From an optimization exercise on the open Yosys and OpenROAD flow, aimed at small area; shortcuts taken in it are not production practice.
The RTL was checked by simulation tests, not by an equivalence proof against the original design.
Power and IR drop assume default switching activity.

## main
module main(
    input  clk,
    input  reset_n,
    input  [3:0] usr_btn,
    input [3:0] usr_sw,
    output [11:0] player_x,
    output [11:0] player_y,
    output [11:0] computer_x,
    output [11:0] computer_y,
    output [11:0] ball_x,
    output [11:0] ball_y,
    output reg [2:0] player_score,
    output reg [2:0] computer_score,
    output reg [1:0] state
    );
For scale: ~290 flip-flops.
Settings: LEC_CHECK=0, CAP_MARGIN=20, CORE_MARGIN=2, CORE_UTILIZATION=85, CTS_BUF_LIST=sky130_fd_sc_hd__clkbuf_8, CTS_CLUSTER_DIAMETER=50, CTS_CLUSTER_SIZE=16, SLEW_MARGIN=20; clock period 10.0 ns.
standard.sh (not shown) runs the stock make flow with config.mk's settings and CLKGATE_MAP_FILE= SYNTH_SCRIPT=/design/flow/synth_recipe.tcl, a recipe that flattens the netlist after the stock synthesis.
==> flow/flow/run.sh <==
#!/bin/bash
# Layout flow: the standard ORFS flow (standard.sh) with these changes:
#  - synthesis maps the logic with an area-oriented ABC script (flow/abc_area.script);
#    everything before ABC, and so every register, is as in the standard synthesis
#  - the port buffers that placement adds are the smallest buffer, buf_1
#  - clock tree synthesis inserts no dummy loads (clock buffers, clustering as in config.mk)
set -euo pipefail
here=$(pwd)
rm -rf "$here/scripts"
cp -r "$FLOW_HOME/scripts" "$here/scripts"
cp "$here/flow/abc_area.script" "$here/scripts/abc_area.script"
export SCRIPTS_DIR="$here/scripts"
export ABC_AREA=1
export BUFFER_PORTS_ARGS="-buffer_cell sky130_fd_sc_hd__buf_1"
export CTS_ARGS="-sink_clustering_enable -repair_clock_nets -dont_use_dummy_load -sink_clustering_size 30 -sink_clustering_max_diameter 60 -buf_list sky130_fd_sc_hd__clkbuf_16"
bash standard.sh > "$here/standard.log" 2>&1
==> flow/flow/abc_area.script <==
strash
&get -n
&deepsyn -T 60
&put
dch -f
amap
topo
stime -c
The starting point completed with no timing, DRC or antenna violations.
Rerun with:
--- a/flow/flow/run.sh
+++ b/flow/flow/run.sh
@@ -13,4 +13,4 @@
 export ABC_AREA=1
 export BUFFER_PORTS_ARGS="-buffer_cell sky130_fd_sc_hd__buf_1"
-export CTS_ARGS="-sink_clustering_enable -repair_clock_nets -dont_use_dummy_load -sink_clustering_size 30 -sink_clustering_max_diameter 60 -buf_list sky130_fd_sc_hd__clkbuf_16"
+export CTS_ARGS="-sink_clustering_enable -repair_clock_nets -dont_use_dummy_load -sink_clustering_size 10 -sink_clustering_max_diameter 35 -buf_list sky130_fd_sc_hd__clkbuf_4"
 bash standard.sh > "$here/standard.log" 2>&1
Maximum frequency decreases by 0.38%.
Via count stays flat.
Sequential power is about the same.
Flip-flop and latch count does not change.
Worst setup slack is worse by 0.037 ns.
Total power shrinks by 4.0%.
Rerun with:
--- a/flow/flow/run.sh
+++ b/flow/flow/run.sh
@@ -13,4 +13,4 @@
 export ABC_AREA=1
 export BUFFER_PORTS_ARGS="-buffer_cell sky130_fd_sc_hd__buf_1"
-export CTS_ARGS="-sink_clustering_enable -repair_clock_nets -dont_use_dummy_load -sink_clustering_size 10 -sink_clustering_max_diameter 35 -buf_list sky130_fd_sc_hd__clkbuf_4"
+export CTS_ARGS="-sink_clustering_enable -repair_clock_nets -dont_use_dummy_load -sink_clustering_size 16 -sink_clustering_max_diameter 50 -buf_list sky130_fd_sc_hd__clkbuf_8"
 bash standard.sh > "$here/standard.log" 2>&1
- CORE_UTILIZATION: 85 -> 75
- CTS_CLUSTER_SIZE: 16 -> 25
Result: The changed run completed without violations; die area went up by 13%; wire length goes down by 11%; sequential power barely changes; worst hold slack is better by 0.0096 ns; setup slack is better by 0.15 ns; cell area goes up by 0.79%; clock skew shrinks by 0.042 ns.
Rerun with:
--- a/flow/flow/run.sh
+++ b/flow/flow/run.sh
@@ -13,4 +13,4 @@
 export ABC_AREA=1
 export BUFFER_PORTS_ARGS="-buffer_cell sky130_fd_sc_hd__buf_1"
-export CTS_ARGS="-sink_clustering_enable -repair_clock_nets -dont_use_dummy_load -sink_clustering_size 16 -sink_clustering_max_diameter 50 -buf_list sky130_fd_sc_hd__clkbuf_8"
+export CTS_ARGS="-sink_clustering_enable -repair_clock_nets -dont_use_dummy_load -sink_clustering_size 20 -sink_clustering_max_diameter 40 -buf_list sky130_fd_sc_hd__clkbuf_8"
 bash standard.sh > "$here/standard.log" 2>&1
Effect:
- The changed run went through all stages and came out clean
- fmax decreases by 0.44%
- wire length grows by 1.5%
- setup slack degrades by 0.042 ns
- cell area increases by 0.77%
Rerun with:
--- a/flow/flow/run.sh
+++ b/flow/flow/run.sh
@@ -13,4 +13,4 @@
 export ABC_AREA=1
 export BUFFER_PORTS_ARGS="-buffer_cell sky130_fd_sc_hd__buf_1"
-export CTS_ARGS="-sink_clustering_enable -repair_clock_nets -dont_use_dummy_load -sink_clustering_size 20 -sink_clustering_max_diameter 40 -buf_list sky130_fd_sc_hd__clkbuf_8"
+export CTS_ARGS="-sink_clustering_enable -repair_clock_nets -dont_use_dummy_load -sink_clustering_size 16 -sink_clustering_max_diameter 50 -buf_list sky130_fd_sc_hd__clkbuf_8"
 bash standard.sh > "$here/standard.log" 2>&1
- CTS_CLUSTER_SIZE: 25 -> 16
What happened: The new run completed without violations; area after synthesis stays the same; setup slack improved by 0.042 ns; count of clock-buffer cells in the layout went down by 9; sequential share of layout area went up by 0.27 points; wire length went down by about 1.5%; global-route usage went down by 0.62 points.

---

== old ==
main, a different RTL version from the one above (not shown whole).
For scale: about 1500 cells after synthesis, about 300 flip-flops, about 16000 µm² of cells after synthesis.
Design main, start of the top module:
module main(
    input  clk,
    input  reset_n,
    input  [3:0] usr_btn,
    input [3:0] usr_sw,
    output [11:0] player_x,
    output [11:0] player_y,
    output [11:0] computer_x,
    output [11:0] computer_y,
    output [11:0] ball_x,
    output [11:0] ball_y,
    output reg [2:0] player_score,
    output reg [2:0] computer_score,
    output reg [1:0] state
    );
clock: 10.0 ns
lec_check: 0
cap_margin: 20
core_margin: 2
core_utilization: 75
cts_buf_list: sky130_fd_sc_hd__clkbuf_8
cts_cluster_diameter: 50
cts_cluster_size: 25
slew_margin: 20
==> flow/flow/run.sh <==
#!/bin/bash
# Layout flow: the standard ORFS flow (standard.sh) with two changes:
#  - synthesis maps the logic with an area-oriented ABC script (flow/abc_area.script);
#    everything before ABC, and so every register, is as in the standard synthesis
#  - the port buffers that placement adds are the smallest buffer, buf_1
set -euo pipefail
here=$(pwd)
rm -rf "$here/scripts"
cp -r "$FLOW_HOME/scripts" "$here/scripts"
cp "$here/flow/abc_area.script" "$here/scripts/abc_area.script"
export SCRIPTS_DIR="$here/scripts"
export ABC_AREA=1
export BUFFER_PORTS_ARGS="-buffer_cell sky130_fd_sc_hd__buf_1"
bash standard.sh > "$here/standard.log" 2>&1
Scripts as last shown in full above: flow/flow/abc_area.script
old ended with every stage complete and zero timing, DRC or antenna violations.
[inputs] new vs old
==> flow/run.sh (new file) <==
#!/bin/bash
# synth_recipe.tcl (not shown) runs the flow's synth.tcl, then flattens the netlist and writes it again
# the make line also repeats each setting of config.mk as NAME=value (left out here)
make -C /OpenROAD-flow-scripts/flow DESIGN_CONFIG=/design/flow/config.mk WORK_HOME=/design/flow/orfs CLKGATE_MAP_FILE= SYNTH_SCRIPT=/design/flow/synth_recipe.tcl finish
removed: flow/flow/run.sh
removed: flow/flow/abc_area.script
removed: flow/standard.sh
### Flow results
old has a lower multi-input combinational area share than new. Between old and new, the flow reports average wire per cell in the routed design increasing by a few percent. In new the clock-buffer cell count turned out 3.2% higher than in old. Fraction of the core area covered by cells at the end of the flow was lower in the run labelled old. Diff old -> new | non-clock buffer count | up by a few percent. Per the comparison of new with old, total number of tap cells went up by 5, worst setup margin down 0.13 ns, wire length moved up. Delta (new minus old): number of buffers added by the clock tree synthesis step ~0 delta; total track usage shows an increase of 0.38 points; clock insertion delay at the later pin of the skew report grew by 0.02 ns.

---

== build 40 ==
main, a different RTL version from the one above (not shown whole).
Size in the first run: roughly 290 flip-flops.
export LEC_CHECK = 0
export CAP_MARGIN = 20
export CORE_MARGIN = 2
export CORE_UTILIZATION = 70
export CTS_BUF_LIST = sky130_fd_sc_hd__clkbuf_4
export CTS_CLUSTER_DIAMETER = 35
export CTS_CLUSTER_SIZE = 10
export SLEW_MARGIN = 20
create_clock -name core_clock -period 10.0 [get_ports {clk}]
==> flow/flow/run.sh <==
#!/bin/bash
# Layout flow: the standard ORFS flow (standard.sh) with these changes:
#  - synthesis leaves the adders to ABC (no separate full/half-adder cell mapping) and
#    maps the logic with an area-oriented ABC script (flow/abc_area.script); only the
#    combinational mapping differs from the standard synthesis, so every register is as there
#  - the port buffers that placement adds are the smallest buffer, buf_1
#  - clock tree synthesis inserts no dummy loads (clock buffers, clustering as in config.mk)
#  - the constant outputs share one tie cell instead of one tie cell each
set -euo pipefail
here=$(pwd)
rm -rf "$here/scripts"
cp -r "$FLOW_HOME/scripts" "$here/scripts"
cp "$here/flow/abc_area.script" "$here/scripts/abc_area.script"
export SCRIPTS_DIR="$here/scripts"
export ABC_AREA=1
export ADDER_MAP_FILE=
export BUFFER_PORTS_ARGS="-buffer_cell sky130_fd_sc_hd__buf_1"
export SKIP_REPAIR_TIE_FANOUT=1
export CTS_ARGS="-sink_clustering_enable -repair_clock_nets -dont_use_dummy_load -sink_clustering_size 10 -sink_clustering_max_diameter 35 -buf_list sky130_fd_sc_hd__clkbuf_4"
bash standard.sh > "$here/standard.log" 2>&1
==> flow/flow/abc_area.script <==
strash
&get -n
&deepsyn -T 180
&put
dch -f
amap
topo
stime -c
## Diff of input files: build 18 against build 40
Settings: CORE_UTILIZATION changed from 70 to 78.
==> flow/flow/abc_area.script <==
strash
&get -n
&deepsyn -T 400
&put
dch -f
amap
topo
stime -c
==> comparison <==
In the metrics for build 40 and build 18, the one carrying the higher placed standard-cell area is build 40. Summary of the comparison: layout cell share with drive strength beyond 1 is lower in build 18, relative to build 40. On total non-filler cell area in the finished layout, build 40 loses to build 18. Build 18 vs. build 40: first-pass GRT wire length went up by 480 um. Min total clock buffers created by CTS across build 40 and build 18: build 18. On post-synthesis instance area, build 18 tracks build 40 almost exactly. NOTE power build 40->build 18 decreased by more than 10%.
[inputs] build 43 vs build 18
==> flow/flow/abc_area.script <==
strash
&get -n
&deepsyn -T 180
&put
dch -f
amap
topo
stime -c
### Flow results
Build 43 | status: complete | timing, DRC, antenna: pass. Of build 43 and build 18, it is build 43 that has the higher ratio of routed vias to standard cells. Between build 43 and build 18, it is build 43 whose post-synthesis simple-gate area fraction is higher, by 1.3 points. NOTE clock buffer count in the final layout build 18->build 43 increased by a few percent. Minimum period implied by the final worst setup slack up 1.02 ns in build 43 wrt build 18. Comparing build 18 with build 43, the floorplan die height came out essentially unchanged. Build 43 vs. build 18: final clock period utilization by the worst path went up by 10 points, leakage power total went down by 2.7%.

-- what the ideal ports hide --
No port has a modelled driver above. Below, the same layouts with a new extraction and two added sets of constraints. Step 1, drivers: a clkbuf_16 drives clk and a buf_2 each remaining input, both assumed. Step 2 also shifts input and output timing later by t, the mid clock arrival at the registers, as if the neighbouring blocks saw the same clock. Slacks: ideal / step 1 / step 2; pairs: ideal / step 1.
| run | t (ns) | setup WS [ns] | latest minus earliest clock arrival (ns) |
|---|---|---|---|
| the first run of note 1 | 0.538 | 0.376 / 0.376 / 0.376 | 0.050 / 0.050 |
| the second run of note 1 | 0.681 | 0.339 / 0.339 / 0.339 | 0.080 / 0.080 |
| the third run of note 1 | 0.599 | 0.488 / 0.488 / 0.488 | 0.034 / 0.034 |
| the fourth run of note 1 | 0.553 | 0.447 / 0.447 / 0.447 | 0.058 / 0.057 |
| the fifth run of note 1 | 0.599 | 0.488 / 0.488 / 0.488 | 0.034 / 0.034 |
| old | 0.647 | 0.542 / 0.542 / 0.542 | 0.027 / 0.027 |
| new | 0.663 | 0.412 / 0.412 / 0.383 | 0.027 / 0.027 |
| build 40 | 0.679 | 2.727 / 2.727 / 2.727 | 0.060 / 0.059 |
| build 18 | 0.673 | 3.681 / 3.681 / 3.681 | 0.056 / 0.057 |
| build 43 | 0.681 | 2.660 / 2.660 / 2.660 | 0.079 / 0.080 |
After both steps every run listed still meets setup and hold. The setup slack of new, which loses most, moves by 0.000 ns with the drivers and by -0.029 ns with both steps.
